This is an optimization exercise on Yosys and OpenROAD, whose aim is small area, a short achievable clock period and few clock cycles, not a production implementation.
RTL that was checked went through simulation tests only; none was proved equivalent to the original.
The RTL of runs 1 and 2 was laid out without a check of its function.
No activity file was given, so power comes from the tool's default toggle rates.

--- flow/flow/run.sh ---
#!/bin/bash
# Standard synthesis, then the standard layout with port buffers of a
# stronger cell and sizing not held to each cell's footprint.
set -euo pipefail
bash standard.sh synth > synth.log 2>&1
bash standard.sh MATCH_CELL_FOOTPRINT=0 'BUFFER_PORTS_ARGS=-buffer_cell sky130_fd_sc_hd__buf_4' finish > layout.log 2>&1
--- flow/standard.sh ---
#!/bin/bash
# synth_recipe.tcl (not shown) runs the flow's synth.tcl, then flattens the netlist and writes it again
# the make line also repeats each setting of config.mk as NAME=value (left out here)
make -C /OpenROAD-flow-scripts/flow DESIGN_CONFIG=/design/flow/config.mk WORK_HOME=/design/flow/orfs CLKGATE_MAP_FILE= SYNTH_SCRIPT=/design/flow/synth_recipe.tcl "${@:-finish}"
--- flow/config.mk ---
export PLATFORM = sky130hd
export DESIGN_NAME = cpu
export DESIGN_NICKNAME = cpu
export VERILOG_FILES = /design/flow/design.v
export SDC_FILE = /design/flow/constraint.sdc
export NUM_CORES = 4
export LEC_CHECK = 0
export CAP_MARGIN = 20
export CORE_MARGIN = 2
export CORE_UTILIZATION = 40
export SETUP_SLACK_MARGIN = 1.5
export SLEW_MARGIN = 20
export SYNTH_HIERARCHICAL = 1
export SYNTH_MINIMUM_KEEP_SIZE = 0
--- flow/constraint.sdc ---
create_clock -name core_clock -period 5.5 [get_ports {clk}]
set_input_delay 1.1000 -clock core_clock [delete_from_list [all_inputs] [get_ports {clk}]]
set_output_delay 1.1000 -clock core_clock [all_outputs]
set_load 0.01 [all_outputs]
--- flow/design.v ---
module FSM_controller(reset, s, load, rep, w_nx, rep_nx, start);
    input reset, s, load, rep;
    output w_nx, rep_nx, start;
    assign w_nx = ~reset & ~(s & ~load);
    assign rep_nx = ~reset & s & ~load;
    assign start = ~reset & ((s & load) | rep);
endmodule
module ALU(g, t, ci, gsel, wc, cmp, creg, freg, res, out, f);
    input [15:0] g, t, creg;
    input ci, gsel, wc, cmp;
    input [2:0] freg;
    output [15:0] res, out;
    output [2:0] f;
    wire [15:0] c;
    carries cy(.g(g), .t(t), .ci(ci), .c(c));
    wire [15:0] x = t & ~g;
    wire [15:0] r0 = gsel ? g : x;
    wire [15:0] r1 = gsel ? g : ~x;
    csel16 sres(.c(c), .d0(r0), .d1(r1), .y(res));
    wire [15:0] o0 = wc ? r0 : creg;
    wire [15:0] o1 = wc ? r1 : creg;
    csel16 sout(.c(c), .d0(o0), .d1(o1), .y(out));
    wire z = cmp ? &x : freg[2];
    wire n0 = cmp ? x[15] : freg[1];
    wire n1 = cmp ? ~x[15] : freg[1];
    wire v0 = cmp ? (x[15] ^ res[7]) : freg[0];
    wire v1 = cmp ? ~(x[15] ^ res[7]) : freg[0];
    assign f = {z, c[15] ? n1 : n0, c[15] ? v1 : v0};
endmodule
module csel16(c, d0, d1, y);
    input [15:0] c, d0, d1;
    output [15:0] y;
    assign y = (c & d1) | (~c & d0);
endmodule
module pfx_n(gh, th, gl, tl, ng, nt);
    input gh, th, gl, tl;
    output ng, nt;
    assign ng = ~(gh | (th & gl));
    assign nt = ~(th & tl);
endmodule
module pfx_p(ngh, nth, ngl, ntl, g, t);
    input ngh, nth, ngl, ntl;
    output g, t;
    assign g = ~(ngh & (nth | ngl));
    assign t = ~(nth | ntl);
endmodule
module carries(g, t, ci, c);
    input [15:0] g, t;
    input ci;
    output [15:0] c;
    wire [16:0] g0 = {g, ci};
    wire [16:0] t0 = {t, 1'b0};
    wire [16:0] g1, t1, g2, t2, g3, t3, g4, t4;    
    genvar i;
    generate
        for (i = 0; i < 17; i = i + 1) begin : l1
            if (i >= 1) begin : nd
                pfx_n u(.gh(g0[i]), .th(t0[i]), .gl(g0[i-1]), .tl(t0[i-1]), .ng(g1[i]), .nt(t1[i]));
            end else begin : pass
                assign g1[i] = ~g0[i];
                assign t1[i] = ~t0[i];
            end
        end
        for (i = 0; i < 17; i = i + 1) begin : l2
            if (i >= 2) begin : nd
                pfx_p u(.ngh(g1[i]), .nth(t1[i]), .ngl(g1[i-2]), .ntl(t1[i-2]), .g(g2[i]), .t(t2[i]));
            end else begin : pass
                assign g2[i] = ~g1[i];
                assign t2[i] = ~t1[i];
            end
        end
        for (i = 0; i < 17; i = i + 1) begin : l3
            if (i >= 4) begin : nd
                pfx_n u(.gh(g2[i]), .th(t2[i]), .gl(g2[i-4]), .tl(t2[i-4]), .ng(g3[i]), .nt(t3[i]));
            end else begin : pass
                assign g3[i] = ~g2[i];
                assign t3[i] = ~t2[i];
            end
        end
        for (i = 0; i < 17; i = i + 1) begin : l4
            if (i >= 8) begin : nd
                pfx_p u(.ngh(g3[i]), .nth(t3[i]), .ngl(g3[i-8]), .ntl(t3[i-8]), .g(g4[i]), .t(t4[i]));
            end else begin : pass
                assign g4[i] = ~g3[i];
                assign t4[i] = ~t3[i];
            end
        end
    endgenerate
    assign c = g4[15:0];
endmodule
module shifter (in, shift, sout);
    input [15:0] in;
    input [1:0] shift;
    output [15:0] sout;
    reg [15:0] sout;
    always @(*) begin
        case (shift)
            2'b00: sout = in;                   
            2'b01: sout = {in[14:0], 1'b0};     
            2'b10: sout = {1'b0, in[15:1]};     
            default: sout = {in[15], in[15:1]};  
        endcase
    end
endmodule
module regfile(we, wa, wd, r0, r1, r2, r3, r4, r5, r6, r7, n0, n1, n2, n3, n4, n5, n6, n7);
    input we;
    input [2:0] wa;
    input [15:0] wd;
    input [15:0] r0, r1, r2, r3, r4, r5, r6, r7;
    output [15:0] n0, n1, n2, n3, n4, n5, n6, n7;
    assign n0 = (we && wa == 3'd0) ? wd : r0;
    assign n1 = (we && wa == 3'd1) ? wd : r1;
    assign n2 = (we && wa == 3'd2) ? wd : r2;
    assign n3 = (we && wa == 3'd3) ? wd : r3;
    assign n4 = (we && wa == 3'd4) ? wd : r4;
    assign n5 = (we && wa == 3'd5) ? wd : r5;
    assign n6 = (we && wa == 3'd6) ? wd : r6;
    assign n7 = (we && wa == 3'd7) ? wd : r7;
endmodule
module readport(sel, d0, d1, d2, d3, d4, d5, d6, d7, q);
    input [2:0] sel;
    input [15:0] d0, d1, d2, d3, d4, d5, d6, d7;
    output [15:0] q;
    reg [15:0] q;
    always @(*) begin
        case (sel)
            3'd0: q = d0;
            3'd1: q = d1;
            3'd2: q = d2;
            3'd3: q = d3;
            3'd4: q = d4;
            3'd5: q = d5;
            3'd6: q = d6;
            default: q = d7;
        endcase
    end
endmodule
module instruction_decoder(ins, start, wr, wc, cmp, gsel, ci, aen, movi, inv, rd, rn, rm, sh);
    input [15:0] ins;
    input start;
    output wr, wc, cmp, gsel, ci, aen, movi, inv;
    output [2:0] rd, rn, rm;
    output [1:0] sh;
    wire [2:0] opcode = ins[15:13];
    wire [1:0] op = ins[12:11];
    wire alu  = (opcode == 3'b101);
    wire mov  = (opcode == 3'b110);
    wire movr = mov && (op == 2'b00);
    wire iscmp = alu && (op == 2'b01);
    assign movi = mov && (op == 2'b10);
    assign wr  = start & (movi | movr | (alu & ~iscmp));
    assign wc  = start & (movr | (alu & ~iscmp));
    assign cmp = start & iscmp;
    assign gsel = movi | (alu && (op == 2'b10));    
    assign ci  = iscmp;
    assign aen = alu && (op != 2'b11);    
    assign inv = alu && op[0];            
    assign rn = ins[10:8];
    assign rd = movi ? ins[10:8] : ins[7:5];
    assign rm = ins[2:0];
    assign sh = ins[4:3];
endmodule
module datapath(a, b, imm, aen, movi, inv, g, t);
    input [15:0] a, b;
    input [7:0] imm;
    input aen, movi, inv;
    output [15:0] g, t;
    wire [15:0] am = a & {16{aen}};
    wire [15:0] bx = b ^ {16{inv}};
    wire [15:0] sx = {{8{imm[7]}}, imm} & {16{movi}};
    assign g = (am & bx) | sx;
    assign t = (am | bx) & {16{~movi}};
endmodule
module cpu(clk, reset, s, load, in, out, N, V, Z, w);
    input clk, reset, s, load;
    input [15:0] in;
    output [15:0] out;
    output N, V, Z, w;
    reg w, rep;
    reg [15:0] ir;
    wire w_nx, rep_nx, start;
    FSM_controller ctl(.reset(reset), .s(s), .load(load), .rep(rep),
                       .w_nx(w_nx), .rep_nx(rep_nx), .start(start));
    always @(posedge clk) begin
        w <= w_nx;
        rep <= rep_nx;
        if (load) ir <= in;
    end
    wire [15:0] ins = rep ? ir : in;
    wire wr1, wc1, cmp1, gsel1, ci1, aen, movi, inv;
    wire [2:0] rd1, rn, rm;
    wire [1:0] sh;
    instruction_decoder dec(.ins(ins), .start(start), .wr(wr1), .wc(wc1), .cmp(cmp1),
                            .gsel(gsel1), .ci(ci1), .aen(aen), .movi(movi), .inv(inv),
                            .rd(rd1), .rn(rn), .rm(rm), .sh(sh));
    reg [15:0] r0, r1, r2, r3, r4, r5, r6, r7;
    wire [15:0] n0, n1, n2, n3, n4, n5, n6, n7;
    reg wr2;
    reg [2:0] rd2;
    wire [15:0] res;
    regfile rf(.we(wr2), .wa(rd2), .wd(res),
               .r0(r0), .r1(r1), .r2(r2), .r3(r3), .r4(r4), .r5(r5), .r6(r6), .r7(r7),
               .n0(n0), .n1(n1), .n2(n2), .n3(n3), .n4(n4), .n5(n5), .n6(n6), .n7(n7));
    always @(posedge clk) begin
        r0 <= n0; r1 <= n1; r2 <= n2; r3 <= n3;
        r4 <= n4; r5 <= n5; r6 <= n6; r7 <= n7;
    end
    wire [15:0] a, braw, b;
    readport pa(.sel(rn), .d0(n0), .d1(n1), .d2(n2), .d3(n3), .d4(n4), .d5(n5), .d6(n6), .d7(n7), .q(a));
    readport pb(.sel(rm), .d0(n0), .d1(n1), .d2(n2), .d3(n3), .d4(n4), .d5(n5), .d6(n6), .d7(n7), .q(braw));
    shifter shf(.in(braw), .shift(sh), .sout(b));
    wire [15:0] g1, t1;
    datapath dp(.a(a), .b(b), .imm(ins[7:0]), .aen(aen), .movi(movi), .inv(inv),
                .g(g1), .t(t1));
    reg [15:0] g2, t2, creg;
    reg ci2, wc2, cmp2, gsel2;
    reg [2:0] freg;
    wire [15:0] out_nx;
    wire [2:0] f_nx;
    always @(posedge clk) begin
        g2 <= g1;
        t2 <= t1;
        ci2 <= ci1;
        wr2 <= wr1;
        wc2 <= wc1;
        cmp2 <= cmp1;
        gsel2 <= gsel1;
        rd2 <= rd1;
        creg <= out_nx;
        freg <= f_nx;
    end
    ALU alu(.g(g2), .t(t2), .ci(ci2), .gsel(gsel2), .wc(wc2), .cmp(cmp2), .creg(creg), .freg(freg),
            .res(res), .out(out_nx), .f(f_nx));
    assign out = out_nx;
    assign {Z, N, V} = f_nx;
endmodule
==> results.toml, run 1 <==
[status]
status = "no timing/DRC/antenna violations"

[grt]
grt_pass1_wl_um = 47000
top_usage_layer = "met2"
antenna_found_initial = 0
gr-usage-met3_pct = 1.90
grt_max_degree = 48
grt-ovfl-total = 0
use_met2_pct = 32.7
grt_pass1_vias = 8184
track_usage_pct = 20.4
grt_use_met1_pct = 28.0

[final_layout]
area_growth_syn_to_layout_pct = 9.22
nets = 1134
regArea_um2 = 4270
drive_gt1_share_pct = 32.1
multi_input_area_um2 = 6430
fill_cells = 2674
antenna_cells = 0
final_cell_area_um2 = 12400

[worst_setup_path]
r2r-start = "rep"
arrival_ns = 2.72
crit_path_end_kind = "output pin"
cp_max_fo = 9
timing.rr.end = "g2[4]"
startpoint_type = "flip-flop"
crit_type = "flip-flop to output pin"
crit_required_ns = 4.40
rr_worst_depth = 10
rrSetupSlack_ns = 1.95

[detailed_routing]
via_count = 8582
drc_errors = 0
firstDrtPassIters = 5
routed_wl_um = 30100
viasPerCell = 5.69
drt_first_iter_violations = 688
wl_per_cell_um = 19.9
detail-route-antenna-nets = 0

[place]
place_hpwl_um = 21000
dp_slack_ns = 1.50
port_buffers = 39
placed_cell_area_um2 = 11600
place.gp.congestion = 0.864

[pwr]
p_per_area_nw_per_um2 = 374
p_leak_nw = 4.71
ir_worst_vdd_mv = 0.280

[sta]
period_minus_slack_ns = 3.82
fin_ws_ns = 1.68
setup_violations = 0
slew_headroom_pct = 30.4
rsz0062_at_grt = "no"
worstMarginPinSlew_ns = 1.04
finClkSkew_ns = 0.0226
fmax_mhz = 262
fin_tns_setup_ns = 0
report.final.slew_viol_count = 0
finalHoldViolCount = 0
fin_crit_sh_pct = 69.4

[clocking]
cts.clk_slew.worst_paths_ns = 0.06
numClockSinks = 205
numCtsBuffers = 25
cts_setup_buffers = 0
hold_buffers = 0
cts_tree = "yes"
insertion_delay_ns = 0.53
cts-htree-levels = 1
clockRootBuffer = "clkbuf_16"
ctsLongestPathBuffers = 3

[die]
pin_count = 40
initial_core_util_pct = 40.7
rows = 61
fp.dieW_um = 172
core_area_um2 = 27900
die_y_um = 172
fp.dieArea_um2 = 29700

[yosys]
yosysWarnings = 9
syn_inst = 1128
syn_area_um2 = 11300
syn_area_per_cell_um2 = 10.0
syn_nets = 1148

[flow_run]
drv_cap = 0

[min_path]
hp-start = "freg[2]"
hold_class = "flip-flop to flip-flop"
hold_end = "freg[2]"
hold-path-cell-count = 2
[repair_timing]
action | in CTS | in global routing
endpoints found under the setup margin | 0 | 1
gates resized for setup | 0 | 2
endpoints found under the hold margin | 0 | 0
[area by class of cell]
class                   count  share of cell area [%]
clock buffers              37                    5.74
clock inverters             7                   0.738
inverters                  14                   0.424
multi-input cells         820                    51.9
flip-flops and latches    205                    34.5
repair buffers             48                    2.91
well taps                 378                    3.82
[stage by stage]
step                instances  util (%)  power (mW)  hold WS, ns
floorplan                1128         -        2.69        0.450
global placement         1465      41.5        3.02        0.429
detailed placement       1465      41.5        3.04        0.436
CTS                      1509      44.4        4.66        0.450
global route             1509      44.4        4.86        0.468
finish                   1509      44.4        4.63        0.445
[worst max-delay path: stages, from the launching register on]
cell     delay (ns)
dfxtp_1        0.36
a21oi_2        0.28
o21ai_4        0.13
a21oi_2        0.18
inv_1          0.10
mux2_4         0.38
xnor3_1        0.37
o21ai_0        0.22
buf_4          0.17
[worst max-delay path by stage]
stage | startpoint | endpoint | slack, ns | cells after the start
detailed placement | in[0] | g2[4] | 1.50 | 10
finish | t2[0] | V | 1.68 | 8
floorplan | in[1] | t2[14] | 2.43 | 12
global route | t2[4] | V | 1.51 | 8
global placement | in[0] | t2[12] | 1.46 | 10
CTS | ci2 | V | 1.52 | 8
[power by group]
group	switching (mW)	internal [mW]
sequential	0.0999	1.71
clock	0.639	0.983
combinational	0.631	0.573
[per-layer routing]
metal	part of all wire, %	vias up
met1	45	4172
met5	0	-
met2	46	263
met3	4.6	69
li1	-	4078
met4	4.3	0
[cell usage in the layout (no fill, tap or decap), types with 21 or more instances in the layout]
| master | instances |
|---|---|
| mux2i_1 | 23 |
| a21oi_1 | 69 |
| buf_4 | 48 |
| clkbuf_16 | 25 |
| o22a_1 | 24 |
| mux2_4 | 57 |
| a221oi_1 | 44 |
| o21ai_0 | 31 |
| nor2_1 | 74 |
| a21oi_2 | 28 |
| o21ai_2 | 21 |
| a22oi_1 | 24 |
| dfxtp_1 | 188 |
| o21ai_1 | 31 |
| nand2_1 | 128 |
| mux2_2 | 131 |
==> inputs of run 2 (changes only) <==
--- a/flow/config.mk
+++ b/flow/config.mk
@@ -8,5 +8,7 @@
 export CAP_MARGIN = 20
 export CORE_MARGIN = 2
-export CORE_UTILIZATION = 40
+export CORE_UTILIZATION = 60
+export CTS_CLUSTER_DIAMETER = 100
+export CTS_CLUSTER_SIZE = 40
 export SETUP_SLACK_MARGIN = 1.5
 export SLEW_MARGIN = 20
==> run 2 against run 1 <==
Critical path type unchanged. Sequential share of layout area up 1.8 points. Highest routed layer unchanged. Critical endpoint unchanged. Clock power is 43% lower. Maximum frequency fell by 0.77%.
==> results.toml, run 2 <==
[pwr]
ir_worst_vdd_mv = 0.293
power.share.switching_pct = 31.8
clockPowerShare_pct = 23.5
seq_power_share_pct = 46.1
p_leak_nw = 4.50
p_int_mw = 2.67
p_sw_mw = 1.24
p_per_area_nw_per_um2 = 332
pwr-share-comb_pct = 30.4
total_power_mw = 3.91

[sta]
fin_ws_ns = 1.65
report.final.slew_viol_count = 0
setup_violations = 0
rsz0062_at_grt = "no"
slew_headroom_pct = 28.0
fin_tns_setup_ns = 0
finalHoldViolCount = 0
period_minus_slack_ns = 3.85
fmax_mhz = 260
worstMarginPinSlew_ns = 1.08
fin_crit_sh_pct = 69.9
finClkSkew_ns = 0.0403

[detailed_routing]
firstDrtPassIters = 5
routed_wl_um = 28400
drt_first_iter_violations = 650
drc_errors = 0
wl_per_cell_um = 21.2
detail-route-antenna-nets = 0
viasPerCell = 6.24
via_count = 8360

[grt]
grt_pass1_wl_um = 44600
antenna_found_initial = 0
grt_max_degree = 47
track_usage_pct = 28.3
grt-ovfl-total = 0
grt_pass1_vias = 7849

[place]
placed_cell_area_um2 = 11400
dp_slack_ns = 1.78
place_hpwl_um = 20400
port_buffers = 39
place.gp.congestion = 0.937

[yosys]
syn_area_um2 = 11300
yosysWarnings = 9
syn_area_per_cell_um2 = 10.0
syn_nets = 1148
syn_inst = 1128

[clocking]
ctsLongestPathBuffers = 3
clockRootBuffer = "clkbuf_16"
cts-htree-levels = 1
cts_setup_buffers = 0
cts.clk_slew.worst_paths_ns = 0.11
cts_tree = "yes"
numClockSinks = 205
insertion_delay_ns = 0.48
numCtsBuffers = 11

[worst_setup_path]
slowest_delay_ns = 0.46
startpoint_type = "flip-flop"
crit_path_cell_trace = "nand2_1, o21ai_2, a21oi_2, inv_1, mux2_4, xnor3_1, o21ai_0, buf_4"
critPathTopFamily = "compound AO/OA/AOI/OAI gates"
cp_max_fo = 9
crit_required_ns = 4.40
crit_path_end_kind = "output pin"
cp_num_buf_inv = 2
crit_type = "flip-flop to output pin"
arrival_ns = 2.75
cp_slowest_cell = "dfxtp_1"

[final_layout]
nets = 1122
final_common_cell = "dfxtp_1"
antenna_cells = 0
final_cell_mix = "dfxtp_1, mux2_2, nand2_1"
final_cell_area_um2 = 11800
area_growth_syn_to_layout_pct = 3.85
drive_gt1_share_pct = 31.6

[die]
fp.dieW_um = 141
initial_core_util_pct = 60.8
die_y_um = 141
rows = 50
fp.dieArea_um2 = 20000
pin_count = 40
core_area_um2 = 18600

[status]
status = "no timing/DRC/antenna violations"

[min_path]
hold_class = "flip-flop to flip-flop"

[flow_run]
drv_cap = 0
-- run 2: changes by cell type in the layout (fill, tap and decap cells not counted), moves of 2 or more --
cell	before	now
dfxtp_2	1	4
clkbuf_8	4	0
clkbuf_16	25	11
clkbuf_1	8	0
bufinv_16	2	0
clkinv_2	3	1
dfxtp_1	188	185
inv_8	0	2
-- run 2: stage by stage --
step	instances	util [%]	hold slack [ns]
3_3_place_gp	1321	61.1	0.432
3_5_place_dp	1321	61.1	0.428
6_report	1340	63.1	0.458
2_1_floorplan	1128	-	0.450
4_1_cts	1338	63.0	0.458
5_1_grt	1340	63.1	0.491
-- run 2: power by group through the flow --
stage / Combinational, mW / Sequential [mW] / Clock (mW)
2_1_floorplan: 0.892 / 1.80 / 0
3_3_place_gp: 1.17 / 1.83 / 0
3_5_place_dp: 1.18 / 1.84 / 0
4_1_cts: 1.19 / 1.80 / 0.943
5_1_grt: 1.29 / 1.83 / 0.998
6_report: 1.19 / 1.80 / 0.920
-- run 2: final timing paths --
path	startpoint	slack, ns	depth (start not counted)	endpoint
setup / recovery	t2[1]	1.65	8	V
hold / removal	freg[2]	0.46	2	freg[2]
setup reg to reg	t2[7]	2.06	14	t2[9]
hold reg to reg	freg[2]	0.46	2	freg[2]
-- run 2: worst register-to-register path: cells and delay by family (launching register included) --
| kind | cells | cell delay [ns] |
|---|---|---|
| muxes | 4 | 1.13 |
| AOI/OAI and AO/OA | 5 | 0.82 |
| and+or+nand+nor | 4 | 0.69 |
| DFF | 1 | 0.50 |
| xor gates and xnor gates | 1 | 0.19 |
-- run 2: area by class of cell --
type,instances,area [um2]
fillers,1640,6870
multi-input cells,820,6420
flip-flops and latches,205,4270
repair buffers,50,387
well taps,234,293
clock buffers,11,275
clock inverters,6,73.8
inverters,14,52.6
-- run 2: layer usage --
metal	track usage, %	vias up	routed length, um
li1	-	4034	-
met1	40.6	4014	13200
met2	45.8	266	13000
met3	2.53	46	1440
met4	7.89	0	738
met5	0	-	0
-- run 2: repair_timing --
item	in CTS	in global routing
hold buffers	0	0
setup endpoints to repair	1	1
gates resized for setup	1	3
==> inputs of run 3 (changes only) <==
--- a/flow/design.v
+++ b/flow/design.v
@@ -24,6 +24,8 @@
     wire n0 = cmp ? x[15] : freg[1];
     wire n1 = cmp ? ~x[15] : freg[1];
-    wire v0 = cmp ? (x[15] ^ res[7]) : freg[0];
-    wire v1 = cmp ? ~(x[15] ^ res[7]) : freg[0];
+    wire v00 = cmp ? (x[15] ^ x[7]) : freg[0];
+    wire v11 = cmp ? ~(x[15] ^ x[7]) : freg[0];
+    wire v0 = c[7] ? v11 : v00;    
+    wire v1 = c[7] ? v00 : v11;    
     assign f = {z, c[15] ? n1 : n0, c[15] ? v1 : v0};
 endmodule
--- a/flow/config.mk
+++ b/flow/config.mk
@@ -8,8 +8,6 @@
 export CAP_MARGIN = 20
 export CORE_MARGIN = 2
-export CORE_UTILIZATION = 60
-export CTS_CLUSTER_DIAMETER = 100
-export CTS_CLUSTER_SIZE = 40
-export SETUP_SLACK_MARGIN = 1.5
+export CORE_UTILIZATION = 40
+export SETUP_SLACK_MARGIN = 2.5
 export SLEW_MARGIN = 20
 export SYNTH_HIERARCHICAL = 1
==> run 3 against run 2 <==
Sequential share of layout area decreased by 4.8 points. Clock-buffer cell count increased by 23. Flip-flop and latch count unchanged. Critical endpoint is now out[13]. Largest cell class unchanged.
==> results.toml, run 3 <==
[status]
status = "no timing/DRC/antenna violations"

[sta]
fmax_mhz = 310
finClkSkew_ns = 0.0252
fin_tns_setup_ns = 0
fin_crit_sh_pct = 58.6
fin_ws_ns = 2.28
setup_violations = 0
finalHoldViolCount = 0
period_minus_slack_ns = 3.22
slew_headroom_pct = 38.7
worstMarginPinSlew_ns = 0.916
report.final.slew_viol_count = 0
rsz0062_at_grt = "yes"

[place]
placed_cell_area_um2 = 11500
place.gp.congestion = 0.860
port_buffers = 39
place_hpwl_um = 21300
dp_slack_ns = 1.55

[flow_run]
drv_cap = 0

[yosys]
yosysWarnings = 9
syn_area_um2 = 11300
syn_area_per_cell_um2 = 10.0
syn_nets = 1146
syn_inst = 1126

[grt]
grt_pass1_vias = 8715
grt-ovfl-total = 0
use_met2_pct = 36.7
top_usage_layer = "met2"
antenna_found_initial = 0
grt_use_met1_pct = 28.9
gr-usage-met3_pct = 2.83
track_usage_pct = 21.8
grt_pass1_wl_um = 49800
grt_max_degree = 47

[clocking]
clockRootBuffer = "clkbuf_16"
cts_tree = "yes"
insertion_delay_ns = 0.53
hold_buffers = 0
cts-htree-levels = 1
cts.clk_slew.worst_paths_ns = 0.06
ctsLongestPathBuffers = 3
numCtsBuffers = 24
numClockSinks = 205

[worst_setup_path]
startpoint_type = "flip-flop"
crit_path_end_kind = "output pin"
crit_required_ns = 4.40
arrival_ns = 2.12
crit_type = "flip-flop to output pin"
cp_max_fo = 5

[die]
fp.dieW_um = 172
initial_core_util_pct = 40.5
die_y_um = 172
core_area_um2 = 27800
rows = 61
fp.dieArea_um2 = 29500
pin_count = 40

[final_layout]
nets = 1193
final_cell_area_um2 = 13900
fill_cells = 2535
final_common_cell = "dfxtp_1"
area_growth_syn_to_layout_pct = 23.1
final_cell_mix = "dfxtp_1, nand2_1, mux2_2"
drive_gt1_share_pct = 45.8
antenna_cells = 0

[pwr]
total_power_mw = 4.88
p_per_area_nw_per_um2 = 352
ir_worst_vdd_mv = 0.259
p_leak_nw = 5.35

[detailed_routing]
drc_errors = 0
detail-route-antenna-nets = 0
via_count = 8920
firstDrtPassIters = 5
routed_wl_um = 33100
drt_first_iter_violations = 590
viasPerCell = 5.69
wl_per_cell_um = 21.1

[min_path]
hold_class = "flip-flop to flip-flop"
[run 3: where the power goes]
group          leakage (nW)  internal, mW  switching [mW]
Clock                 0.412         0.987           0.657
Combinational          3.23         0.689           0.717
Sequential             1.72          1.72           0.119
Total                  5.35          3.39            1.49
[run 3: worst paths after layout]
check	cells after the start	to	slack (ns)	start
max	8	out[13]	2.28	g2[1]
min	1	r0[1]	0.48	r0[1]
max reg2reg	14	t2[6]	2.37	t2[1]
min reg2reg	1	r0[1]	0.48	r0[1]
[run 3: repair_timing]
action / in CTS / in global routing
buffers inserted: 35 / 21
gates resized for setup: 118 / 127
setup endpoints to repair: 51 / 51
gates cloned: 4 / 2
pin swaps: 38 / 34
[run 3: routing by layer]
metal / vias to the layer above / routed length (um) / share of wire, %
met1: 4371 / 14600 / 44
met4: 0 / 995 / 3.0
met2: 287 / 15700 / 47
met5: - / 0 / 0
li1: 4185 / - / -
met3: 77 / 1790 / 5.4
[run 3: critical path, stage by stage, from the launching register on]
cell and delay [ns]:
dfxtp_4 0.38, a21oi_4 0.20, buf_6 0.13, o21ai_4 0.07
a21oi_4 0.18, o21ai_4 0.09, buf_4 0.14, mux2_4 0.30
buf_6 0.12
[run 3: layout make-up]
cell class	instances	area, um2	area share (%)
tap	378	473	3.41
timing repair inverter	1	7.51	0.0542
clock inverter	10	118	0.849
clock buffer	34	702	5.07
multi-input combinational	819	7120	51.4
timing repair buffer	109	1020	7.37
sequential	205	4360	31.4
inverter	13	58.8	0.424
[run 3: per-stage QoR]
step	util [%]	instances	hold WS, ns
2_1_floorplan	-	1126	0.450
3_3_place_gp	41.6	1463	0.460
3_5_place_dp	41.6	1463	0.467
4_1_cts	47.3	1546	0.480
5_1_grt	49.9	1569	0.495
6_report	49.9	1569	0.481
Testbench counts of run 3, summed over its fixed seeds: cycles 6,000.
==> inputs of run 4 (changes only) <==
--- a/flow/config.mk
+++ b/flow/config.mk
@@ -9,5 +9,5 @@
 export CORE_MARGIN = 2
 export CORE_UTILIZATION = 40
-export SETUP_SLACK_MARGIN = 2.5
+export SETUP_SLACK_MARGIN = 2.0
 export SLEW_MARGIN = 20
 export SYNTH_HIERARCHICAL = 1
==> run 4 against run 3 <==
Still clean. Sequential share of layout area up 2.7 points. Critical path depth unchanged. First-iteration DRC count down 3.6%. Worst setup slack worse by 0.22 ns. Core utilization down 4.8 points. Synthesized cell count unchanged. Die area unchanged. Final cell count down 3.7%. Clock power up 2%. Combinational power down 14%. Sequential power about the same. Power down 3.7%. Highest routed layer unchanged.
==> results.toml, run 4 <==
[grt]
grt_max_degree = 48
track_usage_pct = 20.2
grt-ovfl-total = 0
grt_pass1_wl_um = 46600
antenna_found_initial = 0
grt_pass1_vias = 8096

[worst_setup_path]
slowest_delay_ns = 0.39
cp_num_buf_inv = 2
startpoint_type = "flip-flop"
crit_type = "flip-flop to output pin"
r2r-start = "t2[1]"
crit_path_cell_trace = "a21oi_2, o21ai_4, a21oi_2, inv_1, xnor2_2, xnor2_1, a21oi_1, buf_4"
arrival_ns = 2.34
crit_required_ns = 4.40
cp_max_fo = 5
critPathMostFrequentCell = "a21oi_2"
crit_path_end_kind = "output pin"
critPathTopFamily = "compound AO/OA/AOI/OAI gates"
rr_worst_depth = 14
cp_slowest_cell = "dfxtp_1"
rrSetupSlack_ns = 2.17
timing.rr.end = "t2[7]"

[final_layout]
final_common_cell = "dfxtp_1"
multi_input_area_um2 = 6460
drive_gt1_share_pct = 34.2
instances_no_fill = 1511
nets = 1135
antenna_cells = 0
area_growth_syn_to_layout_pct = 11.1
final_cell_mix = "dfxtp_1, mux2_2, nand2_1"
fill_cells = 2706
final_cell_area_um2 = 12500
regArea_um2 = 4280

[detailed_routing]
drc_errors = 0
drt_first_iter_violations = 569
via_count = 8534
wl_per_cell_um = 20.0
routed_wl_um = 30200
viasPerCell = 5.65
firstDrtPassIters = 5
detail-route-antenna-nets = 0

[sta]
fin_tns_setup_ns = 0
finClkSkew_ns = 0.0334
period_minus_slack_ns = 3.44
setup_violations = 0
timing.hold.ws_ns = 0.478
report.final.slew_viol_count = 0
worstMarginPinSlew_ns = 1.00
rsz0062_at_grt = "yes"
slew_headroom_pct = 33.0
fin_crit_sh_pct = 62.6
finalHoldViolCount = 0
fmax_mhz = 290

[min_path]
hold_class = "flip-flop to flip-flop"
hold_end = "r0[14]"
hp-start = "r0[14]"
hold-path-cell-count = 1

[pwr]
p_leak_nw = 4.75
p_per_area_nw_per_um2 = 376
ir_worst_vdd_mv = 0.287

[status]
status = "no timing/DRC/antenna violations"

[place]
place_hpwl_um = 20800
placedCellCount = 1463
port_buffers = 39
place.gp.congestion = 0.866
placed_cell_area_um2 = 11500

[clocking]
clockRootBuffer = "clkbuf_16"
numClockSinks = 205
insertion_delay_ns = 0.54
cts-htree-levels = 1
hold_buffers = 0
numCtsBuffers = 24
cts.clk_slew.worst_paths_ns = 0.06
cts_tree = "yes"
ctsLongestPathBuffers = 3

[yosys]
syn_area_per_cell_um2 = 10.0
syn_nets = 1146
yosysWarnings = 9
syn_area_um2 = 11300
syn_inst = 1126

[die]
fp.dieW_um = 172
pin_count = 40
fp.dieArea_um2 = 29500
initial_core_util_pct = 40.5
rows = 61
core_area_um2 = 27800
die_y_um = 172

[flow_run]
drv_cap = 0
## run 4: final cells by class
class                           count  area share [%]
Clock buffer                       32            5.37
Multi-Input combinational cell    819            51.6
Inverter                           13           0.420
Clock inverter                     12            1.39
Tap cell                          378            3.78
Timing Repair Buffer               51            3.16
Timing Repair inverter              1          0.0600
Sequential cell                   205            34.2
## run 4: worst max-delay path by stage
| stage | slack, ns | end | from | cells past startpoint |
|---|---|---|---|---|
| after floorplan | 2.43 | t2[14] | in[1] | 12 |
| after global placement | 1.46 | t2[10] | in[1] | 10 |
| after detailed placement | 1.45 | t2[10] | in[1] | 10 |
| after CTS | 2.01 | V | g2[1] | 8 |
| after global routing | 1.94 | V | g2[1] | 8 |
| final | 2.06 | V | g2[1] | 8 |
## run 4: timing repair
action / CTS / global route
pin swaps: 2 / 4
hold endpoints to repair: 0 / 0
endpoints found under the setup margin: 29 / 30
gates resized for setup: 15 / 18
setup buffers: 0 / 3
gates cloned: 1 / 0
## run 4: power by group
part | internal (mW) | switching (mW)
Combinational | 0.569 | 0.643
Sequential | 1.71 | 0.0994
Clock | 1.01 | 0.670
## run 4: per-stage QoR
stage	worst slack, ns	utilization [%]	total power [mW]
CTS	2.01	44.6	4.71
detailed placement	1.45	41.4	3.02
global placement	1.46	41.4	3.00
global route	1.94	45.0	4.92
floorplan	2.43	-	2.68
finish	2.06	45.0	4.70
## run 4: worst reg2reg max path, delay by kind of cell, from the launching register on
kind,cells,cell delay (ns)
XOR/XNOR,1,0.22
buffers and inverters,1,0.13
flip-flops,1,0.42
multiplexers,3,0.85
AO/OA/AOI/OAI,7,1.29
AND/OR/NAND/NOR,2,0.30
## run 4: routing by layer
| layer | global-route usage, % | part of all wire (%) | up-vias |
|---|---|---|---|
| li1 | - | - | 4070 |
| met1 | 27.8 | 45 | 4156 |
| met2 | 32.4 | 46 | 254 |
| met3 | 2.25 | 5.2 | 54 |
| met4 | 8.07 | 3.7 | 0 |
| met5 | 0 | 0 | - |
==> inputs of run 5 (changes only) <==
--- a/flow/config.mk
+++ b/flow/config.mk
@@ -9,4 +9,6 @@
 export CORE_MARGIN = 2
 export CORE_UTILIZATION = 40
+export CTS_CLUSTER_DIAMETER = 120
+export CTS_CLUSTER_SIZE = 25
 export SETUP_SLACK_MARGIN = 2.0
 export SLEW_MARGIN = 20
==> run 5 against run 4 <==
Synthesized area did not move. Routed wire length fell by 1.3%. Worst setup slack got worse by 0.012 ns. Synthesized cell count did not move. Clock-buffer cell count fell by 17. Combinational power barely moved. Critical path depth did not move.
==> results.toml, run 5 <==
[worst_setup_path]
startpoint_type = "flip-flop"
arrival_ns = 2.35
crit_type = "flip-flop to output pin"
crit_required_ns = 4.40
timing.rr.end = "t2[7]"
r2r-start = "t2[1]"
cp_max_fo = 5
crit_end = "V"
crit_path_end_kind = "output pin"
crit_start = "t2[9]"
rrSetupSlack_ns = 2.15
rr_worst_depth = 14

[detailed_routing]
routed_wl_um = 29800
drc_errors = 0
detail-route-antenna-nets = 0
viasPerCell = 5.69
drt_first_iter_violations = 554
wl_per_cell_um = 20.1
firstDrtPassIters = 5
via_count = 8427

[pwr]
p_sw_mw = 1.26
seq_power_share_pct = 45.4
total_power_mw = 3.98
pwr-share-comb_pct = 30.4
p_int_mw = 2.71
p_per_area_nw_per_um2 = 331
power.share.switching_pct = 31.8
p_leak_nw = 4.51
ir_worst_vdd_mv = 0.333
clockPowerShare_pct = 24.2

[grt]
grt_pass1_wl_um = 45700
grt_max_degree = 48
antenna_found_initial = 0
grt-ovfl-total = 0
track_usage_pct = 19.8
grt_pass1_vias = 7904

[die]
core_area_um2 = 27800
fp.dieArea_um2 = 29500
die_y_um = 172
initial_core_util_pct = 40.5
pin_count = 40
rows = 61
fp.dieW_um = 172

[place]
place_hpwl_um = 20800
placedCellCount = 1463
place.gp.congestion = 0.866
placed_cell_area_um2 = 11500
port_buffers = 39
dp_slack_ns = 1.45

[final_layout]
nets = 1121
final_cell_area_um2 = 12000
final_common_cell = "dfxtp_1"
fill_cells = 2751
drive_gt1_share_pct = 32.5
area_growth_syn_to_layout_pct = 6.59
instances_no_fill = 1481
final_util_pct = 43.2
antenna_cells = 0
final_cell_mix = "dfxtp_1, mux2_2, nand2_1"

[sta]
period_minus_slack_ns = 3.45
worstMarginPinSlew_ns = 0.977
timing.hold.ws_ns = 0.485
fin_ws_ns = 2.05
finalHoldViolCount = 0
report.final.slew_viol_count = 0
setup_violations = 0
fin_tns_setup_ns = 0
fin_crit_sh_pct = 62.8
fmax_mhz = 289
slew_headroom_pct = 34.6
rsz0062_at_grt = "yes"
finClkSkew_ns = 0.0431

[min_path]
hold-path-cell-count = 2
hold_class = "flip-flop to flip-flop"

[yosys]
yosysWarnings = 9
syn_area_um2 = 11300
syn_inst = 1126
syn_nets = 1146
syn_area_per_cell_um2 = 10.0

[clocking]
ctsLongestPathBuffers = 3
cts_tree = "yes"
cts.clk_slew.worst_paths_ns = 0.11
numClockSinks = 205
cts-htree-levels = 1
numCtsBuffers = 12
clockRootBuffer = "clkbuf_16"
insertion_delay_ns = 0.49

[flow_run]
drv_cap = 0

[status]
status = "no timing/DRC/antenna violations"
==> run 5: cell count changes in the layout (fill, tap and decap cells not counted), moves of 2 or more <==
cell       delta
buf_4         -2
clkbuf_8      -2
clkinv_4      -2
dfxtp_2       -2
clkbuf_16    -12
clkinv_2      -4
bufinv_16     -3
clkbuf_1      -3
==> run 5: how the worst min path moves through the flow <==
stage,from,slack [ns],endpoint
detailed placement,r0[8],0.47,r0[8]
floorplan,r0[6],0.45,r0[6]
finish,freg[1],0.48,freg[1]
global placement,r0[6],0.46,r0[6]
global route,r0[6],0.50,r0[6]
CTS,freg[1],0.49,freg[1]
==> run 5: routing by layer <==
layer	share of wire, %	up-vias	global-route usage [%]
met3	4.5	48	1.96
met1	46	4089	27.4
met4	3.5	0	6.83
met5	0	-	0
met2	46	266	32.4
li1	-	4024	-
==> run 5: power by group through the flow <==
| stage | clock, mW | sequential [mW] | combinational (mW) |
|---|---|---|---|
| detailed placement | 0 | 1.83 | 1.19 |
| floorplan | 0 | 1.80 | 0.885 |
| global placement | 0 | 1.83 | 1.17 |
| global route | 1.03 | 1.83 | 1.31 |
| CTS | 0.985 | 1.80 | 1.19 |
| finish | 0.964 | 1.80 | 1.21 |
==> run 5: critical path, cell delays in order (launching register included) <==
cell and delay, ns:
dfxtp_1 0.47, nand2_1 0.14, nor2_1 0.25, nand2_1 0.13
o21ai_4 0.24, xor2_2 0.21, xnor2_1 0.10, a21oi_1 0.18
buf_4 0.15
==> run 5: what timing repair did <==
item / CTS / global route
setup endpoints to repair: 24 / 49
gates cloned: 0 / 1
gates resized for setup: 4 / 28
hold buffers: 0 / 0
pin swaps: 0 / 3
buffers inserted: 0 / 1
==> run 5: layout make-up <==
| type | instances | area (um2) | share of cell area, % |
|---|---|---|---|
| Timing Repair inverter | 1 | 7.51 | 0.0625 |
| Sequential cell | 205 | 4280 | 35.6 |
| Inverter | 13 | 52.6 | 0.438 |
| Clock buffer | 15 | 333 | 2.77 |
| Tap cell | 378 | 473 | 3.94 |
| Multi-Input combinational cell | 819 | 6460 | 53.8 |
| Clock inverter | 1 | 20.0 | 0.167 |
| Timing Repair Buffer | 49 | 380 | 3.17 |
==> inputs of run 6 (changes only) <==
--- a/flow/design.v
+++ b/flow/design.v
@@ -26,11 +26,19 @@
     wire v00 = cmp ? (x[15] ^ x[7]) : freg[0];
     wire v11 = cmp ? ~(x[15] ^ x[7]) : freg[0];
-    wire v0 = c[7] ? v11 : v00;    
-    wire v1 = c[7] ? v00 : v11;    
-    assign f = {z, c[15] ? n1 : n0, c[15] ? v1 : v0};
+    wire v0, v1, n, v;
+    csel1 s0(.c(c[7]), .d0(v00), .d1(v11), .y(v0));    
+    csel1 s1(.c(c[7]), .d0(v11), .d1(v00), .y(v1));    
+    csel1 sn(.c(c[15]), .d0(n0), .d1(n1), .y(n));
+    csel1 sv(.c(c[15]), .d0(v0), .d1(v1), .y(v));
+    assign f = {z, n, v};
 endmodule
 module csel16(c, d0, d1, y);
     input [15:0] c, d0, d1;
     output [15:0] y;
+    assign y = (c & d1) | (~c & d0);
+endmodule
+module csel1(c, d0, d1, y);
+    input c, d0, d1;
+    output y;
     assign y = (c & d1) | (~c & d0);
 endmodule
@@ -138,10 +146,9 @@
     end
 endmodule
-module instruction_decoder(ins, start, wr, wc, cmp, gsel, ci, aen, movi, inv, rd, rn, rm, sh);
+module instruction_decoder(ins, start, wr, wc, cmp, gsel, ci, aen, movi, inv, rd);
     input [15:0] ins;
     input start;
     output wr, wc, cmp, gsel, ci, aen, movi, inv;
-    output [2:0] rd, rn, rm;
-    output [1:0] sh;
+    output [2:0] rd;
     wire [2:0] opcode = ins[15:13];
     wire [1:0] op = ins[12:11];
@@ -158,8 +165,12 @@
     assign aen = alu && (op != 2'b11);    
     assign inv = alu && op[0];            
-    assign rn = ins[10:8];
     assign rd = movi ? ins[10:8] : ins[7:5];
-    assign rm = ins[2:0];
-    assign sh = ins[4:3];
+endmodule
+module insmux(rep, in, ir, q);
+    parameter n = 16;
+    input rep;
+    input [n-1:0] in, ir;
+    output [n-1:0] q;
+    assign q = rep ? ir : in;
 endmodule
 module datapath(a, b, imm, aen, movi, inv, g, t);
@@ -189,11 +200,16 @@
         if (load) ir <= in;
     end
-    wire [15:0] ins = rep ? ir : in;
+    wire [15:0] ins;
+    wire [2:0] rn, rm;
+    wire [1:0] sh;
+    insmux #(16) mi(.rep(rep), .in(in), .ir(ir), .q(ins));
+    insmux #(3) mn(.rep(rep), .in(in[10:8]), .ir(ir[10:8]), .q(rn));
+    insmux #(3) mm(.rep(rep), .in(in[2:0]), .ir(ir[2:0]), .q(rm));
+    insmux #(2) ms(.rep(rep), .in(in[4:3]), .ir(ir[4:3]), .q(sh));
     wire wr1, wc1, cmp1, gsel1, ci1, aen, movi, inv;
-    wire [2:0] rd1, rn, rm;
-    wire [1:0] sh;
+    wire [2:0] rd1;
     instruction_decoder dec(.ins(ins), .start(start), .wr(wr1), .wc(wc1), .cmp(cmp1),
                             .gsel(gsel1), .ci(ci1), .aen(aen), .movi(movi), .inv(inv),
-                            .rd(rd1), .rn(rn), .rm(rm), .sh(sh));
+                            .rd(rd1));
     reg [15:0] r0, r1, r2, r3, r4, r5, r6, r7;
     wire [15:0] n0, n1, n2, n3, n4, n5, n6, n7;
--- a/flow/config.mk
+++ b/flow/config.mk
@@ -9,6 +9,4 @@
 export CORE_MARGIN = 2
 export CORE_UTILIZATION = 40
-export CTS_CLUSTER_DIAMETER = 120
-export CTS_CLUSTER_SIZE = 25
 export SETUP_SLACK_MARGIN = 2.0
 export SLEW_MARGIN = 20
==> run 6 against run 5 <==
Synthesized cell count increased by 0.80%. Sequential power is essentially flat. Flip-flop and latch count did not move. Register-to-register slack about the same. First-iteration DRC count grew 19%. Final cell count is 3.2% higher. Still clean on timing, DRC and antenna. Sequential share of layout area fell by 2.0 points. Routed wire length rose by 2.4%. Via count increased by 2.9%. Core utilization increased by 2.3 points. Final area grew 6.0%.
==> results.toml, run 6 <==
[status]
status = "no timing/DRC/antenna violations"

[worst_setup_path]
crit_path_end_kind = "output pin"
arrival_ns = 2.30
crit_type = "flip-flop to output pin"
crit_required_ns = 4.40
slowest_delay_ns = 0.36
critPathMostFrequentCell = "mux2_4"
cp_max_fo = 5
cp_slowest_cell = "dfxtp_1"
startpoint_type = "flip-flop"
cp_num_buf_inv = 1
critPathTopFamily = "multiplexers"
crit_path_cell_trace = "nor2b_1, xor2_1, mux2_2, mux2_4, mux2_4, buf_4"

[detailed_routing]
via_count = 8674
detail-route-antenna-nets = 0
firstDrtPassIters = 6
wl_met2_um = 13800
viasPerCell = 5.67
wl_met3_um = 1570
drt_first_iter_violations = 658
wl_per_cell_um = 20.0
wl_met1_um = 14300
highest_layer = "met4"
drc_errors = 0
routed_wl_um = 30500

[place]
place.gp.congestion = 0.859
placedCellCount = 1479
place_hpwl_um = 21600
port_buffers = 39

[sta]
rsz0062_at_grt = "yes"
finalHoldViolCount = 0
fmax_mhz = 294
period_minus_slack_ns = 3.40
worstMarginPinSlew_ns = 1.09
report.final.slew_viol_count = 0
fin_tns_setup_ns = 0
finClkSkew_ns = 0.0133
fin_crit_sh_pct = 61.9
setup_violations = 0
slew_headroom_pct = 27.0

[clocking]
cts.clk_slew.worst_paths_ns = 0.06
numClockSinks = 205
cts-htree-levels = 1
insertion_delay_ns = 0.51
numCtsBuffers = 24
clockRootBuffer = "clkbuf_16"
cts_tree = "yes"
ctsLongestPathBuffers = 3

[grt]
antenna_found_initial = 0
grt_max_degree = 34
grt-ovfl-total = 0
grt_pass1_wl_um = 47600
track_usage_pct = 19.8
grt_pass1_vias = 8444

[yosys]
yosysWarnings = 9
syn_area_um2 = 11400
syn_area_per_cell_um2 = 10.1
syn_inst = 1135
syn_nets = 1155

[final_layout]
instances_no_fill = 1529
final_cell_mix = "dfxtp_1, mux2_2, nand2_1"
antenna_cells = 0
nets = 1154
fill_cells = 2690
final_common_cell = "dfxtp_1"
area_growth_syn_to_layout_pct = 11.4
drive_gt1_share_pct = 35.8

[flow_run]
drv_cap = 0

[die]
fp.dieW_um = 173
core_area_um2 = 27900
pin_count = 40
fp.dieArea_um2 = 29900
initial_core_util_pct = 40.9
die_y_um = 173
rows = 61

[pwr]
ir_worst_vdd_mv = 0.259
p_per_area_nw_per_um2 = 369
p_leak_nw = 4.83

[min_path]
hold_class = "flip-flop to flip-flop"
[run 6: cell types whose count changed in the layout (fill, tap and decap cells not counted), moves of 6 or more]
cell and change:
nor2_1 -6, mux2_2 +10, clkinv_2 +6, clkbuf_16 +12, buf_4 +7
[run 6: metrics by stage]
stage | utilization (%) | worst slack (ns) | area [um2] | hold slack (ns) | power (mW)
detailed placement | 41.9 | 1.56 | 11700 | 0.439 | 3.07
finish | 45.5 | 2.10 | 12700 | 0.463 | 4.70
global placement | 41.9 | 1.61 | 11700 | 0.435 | 3.04
global route | 45.5 | 1.99 | 12700 | 0.487 | 4.91
floorplan | - | 2.56 | 11400 | 0.450 | 2.72
CTS | 44.9 | 1.95 | 12600 | 0.458 | 4.71
[run 6: metal layers]
layer,vias up,track usage [%]
li1,4139,-
met1,4226,27.2
met2,255,31.9
met3,54,2.62
met4,0,6.81
met5,-,0
[run 6: what timing repair did]
item	4_1_cts	5_1_grt
hold buffers	0	0
endpoints found under the setup margin	43	38
gates resized for setup	8	34
pin swaps	0	6
cloned	1	0
buffers inserted	0	6
[run 6: worst register-to-register path, cell delays in order, from the launching register on]
cell	delay [ns]
dfxtp_1	0.60
mux2_2	0.63
nor2_1	0.82
nand2_1	0.12
a21oi_1	0.19
o22a_1	0.22
mux2i_1	0.09
o21ai_0	0.27
xnor2_1	0.18
a21oi_1	0.09
[run 6: worst paths after layout]
path	slack [ns]	cells past startpoint	from	end
worst max-delay path	2.10	6	t2[15]	V
worst min-delay path	0.46	2	freg[2]	freg[2]
worst max register to register	2.16	9	rep	t2[12]
worst min register to register	0.46	2	freg[2]	freg[2]
[run 6: cell type report]
type                            instances  area [um2]  share of cell area, %
Timing Repair Buffer                   56         424                   3.33
Multi-Input combinational cell        832        6660                   52.4
Sequential cell                       205        4280                   33.7
Tap cell                              378         473                   3.72
Inverter                               14        56.3                  0.443
Timing Repair inverter                  1        7.51                 0.0590
Clock inverter                         10         129                   1.01
Clock buffer                           33         686                   5.39
[run 6: power breakdown]
| part | internal [mW] | switching, mW | total (mW) | leakage (nW) |
|---|---|---|---|---|
| sequential | 1.71 | 0.104 | 1.81 | 1.70 |
| combinational | 0.598 | 0.648 | 1.25 | 2.72 |
| clock | 1.01 | 0.626 | 1.64 | 0.406 |
Testbench counts of run 6, summed over its fixed seeds: cycles 6,000.
==> inputs of run 7 (changes only) <==
--- a/flow/config.mk
+++ b/flow/config.mk
@@ -8,5 +8,6 @@
 export CAP_MARGIN = 20
 export CORE_MARGIN = 2
-export CORE_UTILIZATION = 40
+export CORE_UTILIZATION = 75
+export CTS_CLUSTER_SIZE = 30
 export SETUP_SLACK_MARGIN = 2.0
 export SLEW_MARGIN = 20
==> run 7 against run 6 <==
Final cell count decreased by 13%. Clock-buffer cell count decreased by 4. Largest cell class unchanged. Critical path depth unchanged. Sequential share of layout area increased by 0.90 points. Synthesized cell count unchanged. Largest power group unchanged. Still clean on timing, DRC and antenna. Worst setup slack got worse by 0.029 ns. Global-route usage increased by 16 points.
==> results.toml, run 7 <==
[yosys]
syn_inst = 1135
syn_area_per_cell_um2 = 10.1
yosysWarnings = 9
syn_area_um2 = 11400
syn_nets = 1155

[worst_setup_path]
crit_path_cell_trace = "nor2b_1, xor2_1, mux2_2, mux2_4, mux2_4, buf_4"
crit_type = "flip-flop to output pin"
startpoint_type = "flip-flop"
cp_num_buf_inv = 1
slowest_delay_ns = 0.34
critPathTopFamily = "multiplexers"
cp_max_fo = 5
crit_path_end_kind = "output pin"
cp_slowest_cell = "dfxtp_1"
crit_required_ns = 4.40
critPathMostFrequentCell = "mux2_4"
arrival_ns = 2.33

[sta]
worstMarginPinSlew_ns = 0.986
slew_headroom_pct = 34.2
finClkSkew_ns = 0.0232
rsz0062_at_grt = "no"
fmax_mhz = 291
timing.hold.ws_ns = 0.486
report.final.slew_viol_count = 0
finalHoldViolCount = 0
period_minus_slack_ns = 3.43
setup_violations = 0
fin_crit_sh_pct = 62.4
fin_tns_setup_ns = 0

[flow_run]
drv_cap = 0

[final_layout]
drive_gt1_share_pct = 34.8
fill_cells = 937
final_common_cell = "dfxtp_1"
final_cell_mix = "dfxtp_1, mux2_2, nand2_1"
nets = 1148
antenna_cells = 0
final_cell_area_um2 = 12400
area_growth_syn_to_layout_pct = 8.34

[pwr]
ir_worst_vdd_mv = 0.280
p_leak_nw = 4.79
p_per_area_nw_per_um2 = 371
total_power_mw = 4.59

[clocking]
numCtsBuffers = 23
clockRootBuffer = "clkbuf_16"
numClockSinks = 205
cts-htree-levels = 1
insertion_delay_ns = 0.53
cts.clk_slew.worst_paths_ns = 0.06
cts_tree = "yes"
ctsLongestPathBuffers = 3

[detailed_routing]
firstDrtPassIters = 6
viasPerCell = 6.80
wl_per_cell_um = 22.6
via_count = 9067
detail-route-antenna-nets = 0
routed_wl_um = 30100
drc_errors = 0
drt_first_iter_violations = 880

[die]
initial_core_util_pct = 76.0
rows = 45
fp.dieArea_um2 = 16200
fp.dieW_um = 127
die_y_um = 127
core_area_um2 = 15000
pin_count = 40

[grt]
antenna_found_initial = 0
grt_pass1_vias = 8829
grt_max_degree = 46
track_usage_pct = 36.2
grt_pass1_wl_um = 46800
gr-usage-met3_pct = 4.90
use_met2_pct = 59.2
top_usage_layer = "met2"
grt_use_met1_pct = 47.6
grt-ovfl-total = 0

[min_path]
hold_class = "flip-flop to flip-flop"

[place]
port_buffers = 39
place.gp.congestion = 0.923
place_hpwl_um = 19900
placed_cell_area_um2 = 11500

[status]
status = "no timing/DRC/antenna violations"
## run 7: worst paths after layout
check / startpoint / end / slack [ns] / depth (start not counted)
min: r0[14] / r0[14] / 0.49 / 1
min reg2reg: r0[14] / r0[14] / 0.49 / 1
max reg2reg: rd2[0] / t2[1] / 2.19 / 10
max: t2[15] / V / 2.07 / 6
## run 7: area by class of cell
type,instances,area [um2],area share [%]
clock inverter,13,101,0.819
clock buffer,29,659,5.33
multi-input combinational,832,6630,53.6
timing repair buffer,51,399,3.23
inverter,14,56.3,0.455
timing repair inverter,1,7.51,0.0607
tap,188,235,1.90
sequential,205,4280,34.6
## run 7: timing repair
item	CTS	global route
hold buffers	0	0
pin swaps	0	5
endpoints found under the hold margin	0	0
gates resized for setup	9	23
setup endpoints to repair	22	50
gates cloned	0	1
buffers inserted	0	4
## run 7: metrics by stage
stage / setup slack, ns / cells / utilization (%)
floorplan: 2.56 / 1135 / -
global placement: 1.54 / 1286 / 76.2
detailed placement: 1.47 / 1286 / 76.2
CTS: 2.03 / 1328 / 81.4
global route: 1.96 / 1333 / 82.3
finish: 2.07 / 1333 / 82.3
## run 7: routing by layer
| layer | vias up | wire (um) |
|---|---|---|
| li1 | 4126 | - |
| met1 | 4390 | 12400 |
| met2 | 435 | 14100 |
| met3 | 116 | 2180 |
| met4 | 0 | 1470 |
| met5 | - | 0 |
## run 7: power breakdown
group,internal (mW),switching [mW]
sequential,1.71,0.105
combinational,0.596,0.648
clock,0.898,0.629
total,3.20,1.38
==> inputs of run 8 (changes only) <==
--- a/flow/config.mk
+++ b/flow/config.mk
@@ -8,6 +8,5 @@
 export CAP_MARGIN = 20
 export CORE_MARGIN = 2
-export CORE_UTILIZATION = 75
-export CTS_CLUSTER_SIZE = 30
+export CORE_UTILIZATION = 60
 export SETUP_SLACK_MARGIN = 2.0
 export SLEW_MARGIN = 20
==> run 8 against run 7 <==
Combinational power barely moved. Power up 1.3%. Clock-buffer cell count increased by 7. Clock power rose by 5%. Worst setup slack better by 0.029 ns. Highest routed layer unchanged.
==> results.toml, run 8 <==
[yosys]
syn_inst = 1135
syn_area_um2 = 11400
syn_nets = 1155
syn_area_per_cell_um2 = 10.1
yosysWarnings = 9

[worst_setup_path]
crit_required_ns = 4.40
crit_type = "flip-flop to output pin"
cp_max_fo = 4
critPathMostFrequentCell = "mux2_4"
startpoint_type = "flip-flop"
cp_num_buf_inv = 2
critPathTopFamily = "multiplexers"
crit_path_cell_trace = "a21oi_4, o21ai_4, a21oi_2, inv_2, mux2_4, mux2_4, buf_4"
cp_slowest_cell = "dfxtp_1"
arrival_ns = 2.30
crit_path_end_kind = "output pin"
slowest_delay_ns = 0.36

[detailed_routing]
highest_layer = "met4"
wl_met3_um = 1450
drc_errors = 0
detail-route-antenna-nets = 0
via_count = 8685
firstDrtPassIters = 5
viasPerCell = 6.31
routed_wl_um = 29600
wl_per_cell_um = 21.5
drt_first_iter_violations = 666
wl_met1_um = 13600
wl_met2_um = 13500

[grt]
track_usage_pct = 29.1
antenna_found_initial = 0
grt_max_degree = 46
grt_pass1_vias = 8329
grt-ovfl-total = 0
grt_pass1_wl_um = 46300

[sta]
finClkSkew_ns = 0.00767
report.final.slew_viol_count = 0
worstMarginPinSlew_ns = 1.09
rsz0062_at_grt = "yes"
fin_tns_setup_ns = 0
period_minus_slack_ns = 3.40
slew_headroom_pct = 27.1
finalHoldViolCount = 0
setup_violations = 0
fin_crit_sh_pct = 61.9
fmax_mhz = 294

[flow_run]
drv_cap = 0

[min_path]
hold_class = "flip-flop to flip-flop"

[final_layout]
antenna_cells = 0
final_cell_mix = "dfxtp_1, mux2_2, nand2_1"
fill_cells = 1551
area_growth_syn_to_layout_pct = 9.16
regArea_um2 = 4270
nets = 1147
final_common_cell = "dfxtp_1"
multi_input_area_um2 = 6650
drive_gt1_share_pct = 34.9

[place]
place.gp.congestion = 0.875
place_hpwl_um = 20500
port_buffers = 39

[clocking]
hold_buffers = 0
clockRootBuffer = "clkbuf_16"
cts-htree-levels = 1
insertion_delay_ns = 0.52
cts_tree = "yes"
numCtsBuffers = 24
numClockSinks = 205
ctsLongestPathBuffers = 3
cts.clk_slew.worst_paths_ns = 0.06

[die]
fp.dieArea_um2 = 20100
core_area_um2 = 18700
die_y_um = 142
initial_core_util_pct = 61.0
fp.dieW_um = 142
rows = 50
pin_count = 40

[pwr]
p_leak_nw = 4.81
p_per_area_nw_per_um2 = 373
total_power_mw = 4.65
ir_worst_vdd_mv = 0.251

[status]
status = "no timing/DRC/antenna violations"
run 8: metal layers:
layer / vias to the layer above / GRT usage (%)
met5: - / 0
li1: 4121 / -
met4: 0 / 11.2
met2: 282 / 46.8
met3: 78 / 3.50
met1: 4204 / 40.3
run 8: final timing paths:
kind	from	endpoint	slack [ns]	cells past startpoint
max reg2reg	rep	g2[1]	2.19	7
min reg2reg	freg[2]	freg[2]	0.46	2
min	freg[2]	freg[2]	0.46	2
max	t2[0]	V	2.10	7
run 8: power breakdown:
group / internal (mW) / switching, mW / leakage, nW
Clock: 0.991 / 0.618 / 0.404
Combinational: 0.595 / 0.629 / 2.70
Sequential: 1.71 / 0.103 / 1.70
Total: 3.30 / 1.35 / 4.81
run 8: cell type report:
| class | count | area share, % |
|---|---|---|
| Inverter | 14 | 0.452 |
| Clock buffer | 36 | 6.08 |
| Timing Repair inverter | 1 | 0.0602 |
| Clock inverter | 5 | 0.402 |
| Tap cell | 234 | 2.35 |
| Multi-Input combinational cell | 832 | 53.3 |
| Sequential cell | 205 | 34.3 |
| Timing Repair Buffer | 49 | 3.05 |
run 8: metrics by stage:
step	setup WS [ns]	util (%)	std cells	hold WS, ns	cell area (um2)
2_1_floorplan	2.56	-	1135	0.450	11400
3_3_place_gp	1.41	61.6	1332	0.432	11500
3_5_place_dp	1.41	61.6	1332	0.441	11500
4_1_cts	2.05	66.1	1373	0.457	12400
5_1_grt	1.92	66.6	1376	0.481	12500
6_report	2.10	66.6	1376	0.463	12500
run 8: timing repair:
action                                  4_1_cts  5_1_grt
gates cloned                                  0        1
endpoints found under the setup margin       49       42
gates resized for setup                      13       19
buffers inserted                              0        2
run 8: worst min-delay path: stages (launching register included):
cell     delay, ns
dfxtp_1       0.31
nand2_1       0.06
o41ai_2       0.06
==> inputs of run 9 (changes only) <==
--- a/flow/config.mk
+++ b/flow/config.mk
@@ -8,5 +8,6 @@
 export CAP_MARGIN = 20
 export CORE_MARGIN = 2
-export CORE_UTILIZATION = 60
+export CORE_UTILIZATION = 40
+export CTS_BUF_LIST = sky130_fd_sc_hd__clkbuf_4
 export SETUP_SLACK_MARGIN = 2.0
 export SLEW_MARGIN = 20
==> run 9 against run 8 <==
Flip-flop and latch count stayed put. Power is 5.0% lower. Sequential power barely moved. Largest power group unchanged. Via count up 3.4%. Critical path depth unchanged. Register-to-register slack hardly changed. Worst setup slack got worse by 0.014 ns. Clock power is 17% lower.
==> results.toml, run 9 <==
[status]
status = "no timing/DRC/antenna violations"

[grt]
grt_pass1_wl_um = 48200
grt_pass1_vias = 8808
antenna_found_initial = 1
grt-ovfl-total = 0
grt_max_degree = 34
track_usage_pct = 20.1

[final_layout]
instances_no_fill = 1597
fill_cells = 2708
final_common_cell = "dfxtp_1"
nets = 1198
area_growth_syn_to_layout_pct = 12.4
drive_gt1_share_pct = 40.6
final_cell_mix = "dfxtp_1, mux2_2, nand2_1"
final_util_pct = 45.9

[sta]
slew_headroom_pct = 27.4
period_minus_slack_ns = 3.42
finalHoldViolCount = 0
setup_violations = 0
rsz0062_at_grt = "yes"
fmax_mhz = 293
fin_crit_sh_pct = 62.1
fin_tns_setup_ns = 0
fin_ws_ns = 2.08
worstMarginPinSlew_ns = 1.09
finClkSkew_ns = 0.0370
report.final.slew_viol_count = 0

[detailed_routing]
drc_errors = 0
detail-route-antenna-nets = 0
wl_met3_um = 1630
firstDrtPassIters = 7
viasPerCell = 5.62
highest_layer = "met4"
wl_met2_um = 14000
wl_per_cell_um = 19.4
drt_first_iter_violations = 687
routed_wl_um = 31000
via_count = 8977
wl_met1_um = 14200

[worst_setup_path]
r2r-start = "rep"
rr_worst_depth = 9
arrival_ns = 2.32
crit_path_cell_trace = "a21oi_4, o21ai_4, a21oi_4, inv_4, mux2_4, mux2_4, buf_6"
slowest_delay_ns = 0.37
cp_max_fo = 6
crit_required_ns = 4.40
startpoint_type = "flip-flop"
cp_slowest_cell = "dfxtp_2"
rrSetupSlack_ns = 2.19
cp_num_buf_inv = 2
crit_type = "flip-flop to output pin"
critPathTopFamily = "multiplexers"
crit_path_end_kind = "output pin"
timing.rr.end = "t2[12]"

[die]
fp.dieArea_um2 = 29900
die_y_um = 173
core_area_um2 = 27900
pin_count = 40
initial_core_util_pct = 40.9
rows = 61
fp.dieW_um = 173

[place]
dp_slack_ns = 1.56
port_buffers = 39
placedCellCount = 1479
place.gp.congestion = 0.859
place_hpwl_um = 21600

[clocking]
clockRootBuffer = "clkbuf_4"
cts.clk_slew.worst_paths_ns = 0.06
cts-htree-levels = 2
numClockSinks = 205
ctsLongestPathBuffers = 3
numCtsBuffers = 56
insertion_delay_ns = 0.69
cts_tree = "yes"

[pwr]
pwr-share-comb_pct = 28.7
p_int_mw = 3.02
power.share.switching_pct = 31.6
p_per_area_nw_per_um2 = 344
clockPowerShare_pct = 30.1
ir_worst_vdd_mv = 0.159
seq_power_share_pct = 41.2
p_sw_mw = 1.39
p_leak_nw = 4.96

[yosys]
yosysWarnings = 9
syn_area_per_cell_um2 = 10.1
syn_area_um2 = 11400
syn_nets = 1155
syn_inst = 1135

[min_path]
hold_class = "flip-flop to flip-flop"
hold_end = "r0[6]"
hold-path-cell-count = 1
hp-start = "r0[6]"

[flow_run]
drv_cap = 0
run 9: layer usage:
| layer | vias to the layer above | track usage, % |
|---|---|---|
| met5 | - | 0 |
| li1 | 4267 | - |
| met2 | 292 | 32.1 |
| met1 | 4346 | 26.9 |
| met3 | 72 | 3.36 |
| met4 | 0 | 8.86 |
run 9: layout make-up:
class | instances | area, um2 | area share, %
Sequential cell | 205 | 4310 | 33.5
Inverter | 14 | 58.8 | 0.458
Clock inverter | 13 | 50.0 | 0.390
Multi-Input combinational cell | 832 | 6770 | 52.7
Timing Repair Buffer | 68 | 534 | 4.16
Clock buffer | 85 | 638 | 4.97
Antenna cell | 1 | 2.50 | 0.0195
Timing Repair inverter | 1 | 7.51 | 0.0585
Tap cell | 378 | 473 | 3.68
run 9: worst max-delay path by stage:
stage	endpoint	depth (start not counted)	slack, ns	start
2_1_floorplan	t2[14]	11	2.56	in[1]
3_5_place_dp	t2[12]	10	1.56	in[1]
5_1_grt	V	7	1.98	t2[4]
3_3_place_gp	t2[12]	10	1.61	in[1]
4_1_cts	out[15]	5	1.90	gsel2
6_report	V	7	2.08	t2[4]
run 9: metrics by stage:
| step | hold WS, ns | total power [mW] | area (um2) |
|---|---|---|---|
| after floorplan | 0.450 | 2.72 | 11400 |
| after global placement | 0.435 | 3.04 | 11700 |
| after detailed placement | 0.439 | 3.07 | 11700 |
| after CTS | 0.459 | 4.43 | 12600 |
| after global routing | 0.503 | 4.65 | 12800 |
| final | 0.475 | 4.42 | 12800 |
run 9: power groups by stage:
stage               Combinational, mW  Sequential [mW]  Clock (mW)
floorplan                       0.914             1.80           0
global placement                 1.21             1.84           0
detailed placement               1.23             1.84           0
CTS                              1.24             1.81        1.37
global route                     1.37             1.84        1.44
finish                           1.27             1.82        1.33
run 9: timing repair:
action | in CTS | in global routing
resized for setup | 36 | 42
setup buffers | 8 | 10
hold buffers | 0 | 0
cloned | 1 | 0
pin swaps | 5 | 11
setup endpoints to repair | 51 | 44

[static timing again, ports no longer ideal]
Ports are ideal in the flow. The routed layouts listed here were re-timed in OpenROAD. Step 1 sets driving cells, clkbuf_16 on the clock port and buf_2 on the other inputs (assumed; they add their load-dependent delay and slew). Step 2 adds t to the input delays and takes it off the output delays; t is the mean of the earliest and latest rising clock arrival at the registers after step 1. Input paths then give back, and output paths get back, about the clock's delay inside the block. Three values: no drivers, after step 1, after step 2; two values: the first two.
run | shift t [ns] | setup WS [ns] | latest minus earliest clock arrival (ns) | worst data-port slew with drivers (ns) | cell pins on the clock port's net
run 1 | 0.567 | 1.684 / 1.636 / 1.394 | 0.022 / 0.022 | 0.03 | 1
run 2 | 0.510 | 1.655 / 1.608 / 1.694 | 0.049 / 0.049 | 0.03 | 1
run 3 | 0.569 | 2.279 / 2.227 / 1.967 | 0.027 / 0.027 | 0.04 | 1
run 4 | 0.575 | 2.057 / 2.010 / 1.730 | 0.033 / 0.034 | 0.04 | 1
run 5 | 0.512 | 2.045 / 2.001 / 1.786 | 0.045 / 0.045 | 0.04 | 1
run 6 | 0.557 | 2.096 / 2.047 / 1.655 | 0.013 / 0.013 | 0.04 | 1
run 7 | 0.565 | 2.067 / 2.025 / 1.644 | 0.024 / 0.024 | 0.04 | 1
run 8 | 0.556 | 2.096 / 2.051 / 1.585 | 0.009 / 0.009 | 0.03 | 1
run 9 | 0.709 | 2.082 / 2.042 / 1.684 | 0.038 / 0.038 | 0.04 | 1
After both steps every run listed still meets setup and hold. The setup slack of run 8, which loses most, moves by -0.045 ns with the drivers and by -0.511 ns with both steps.
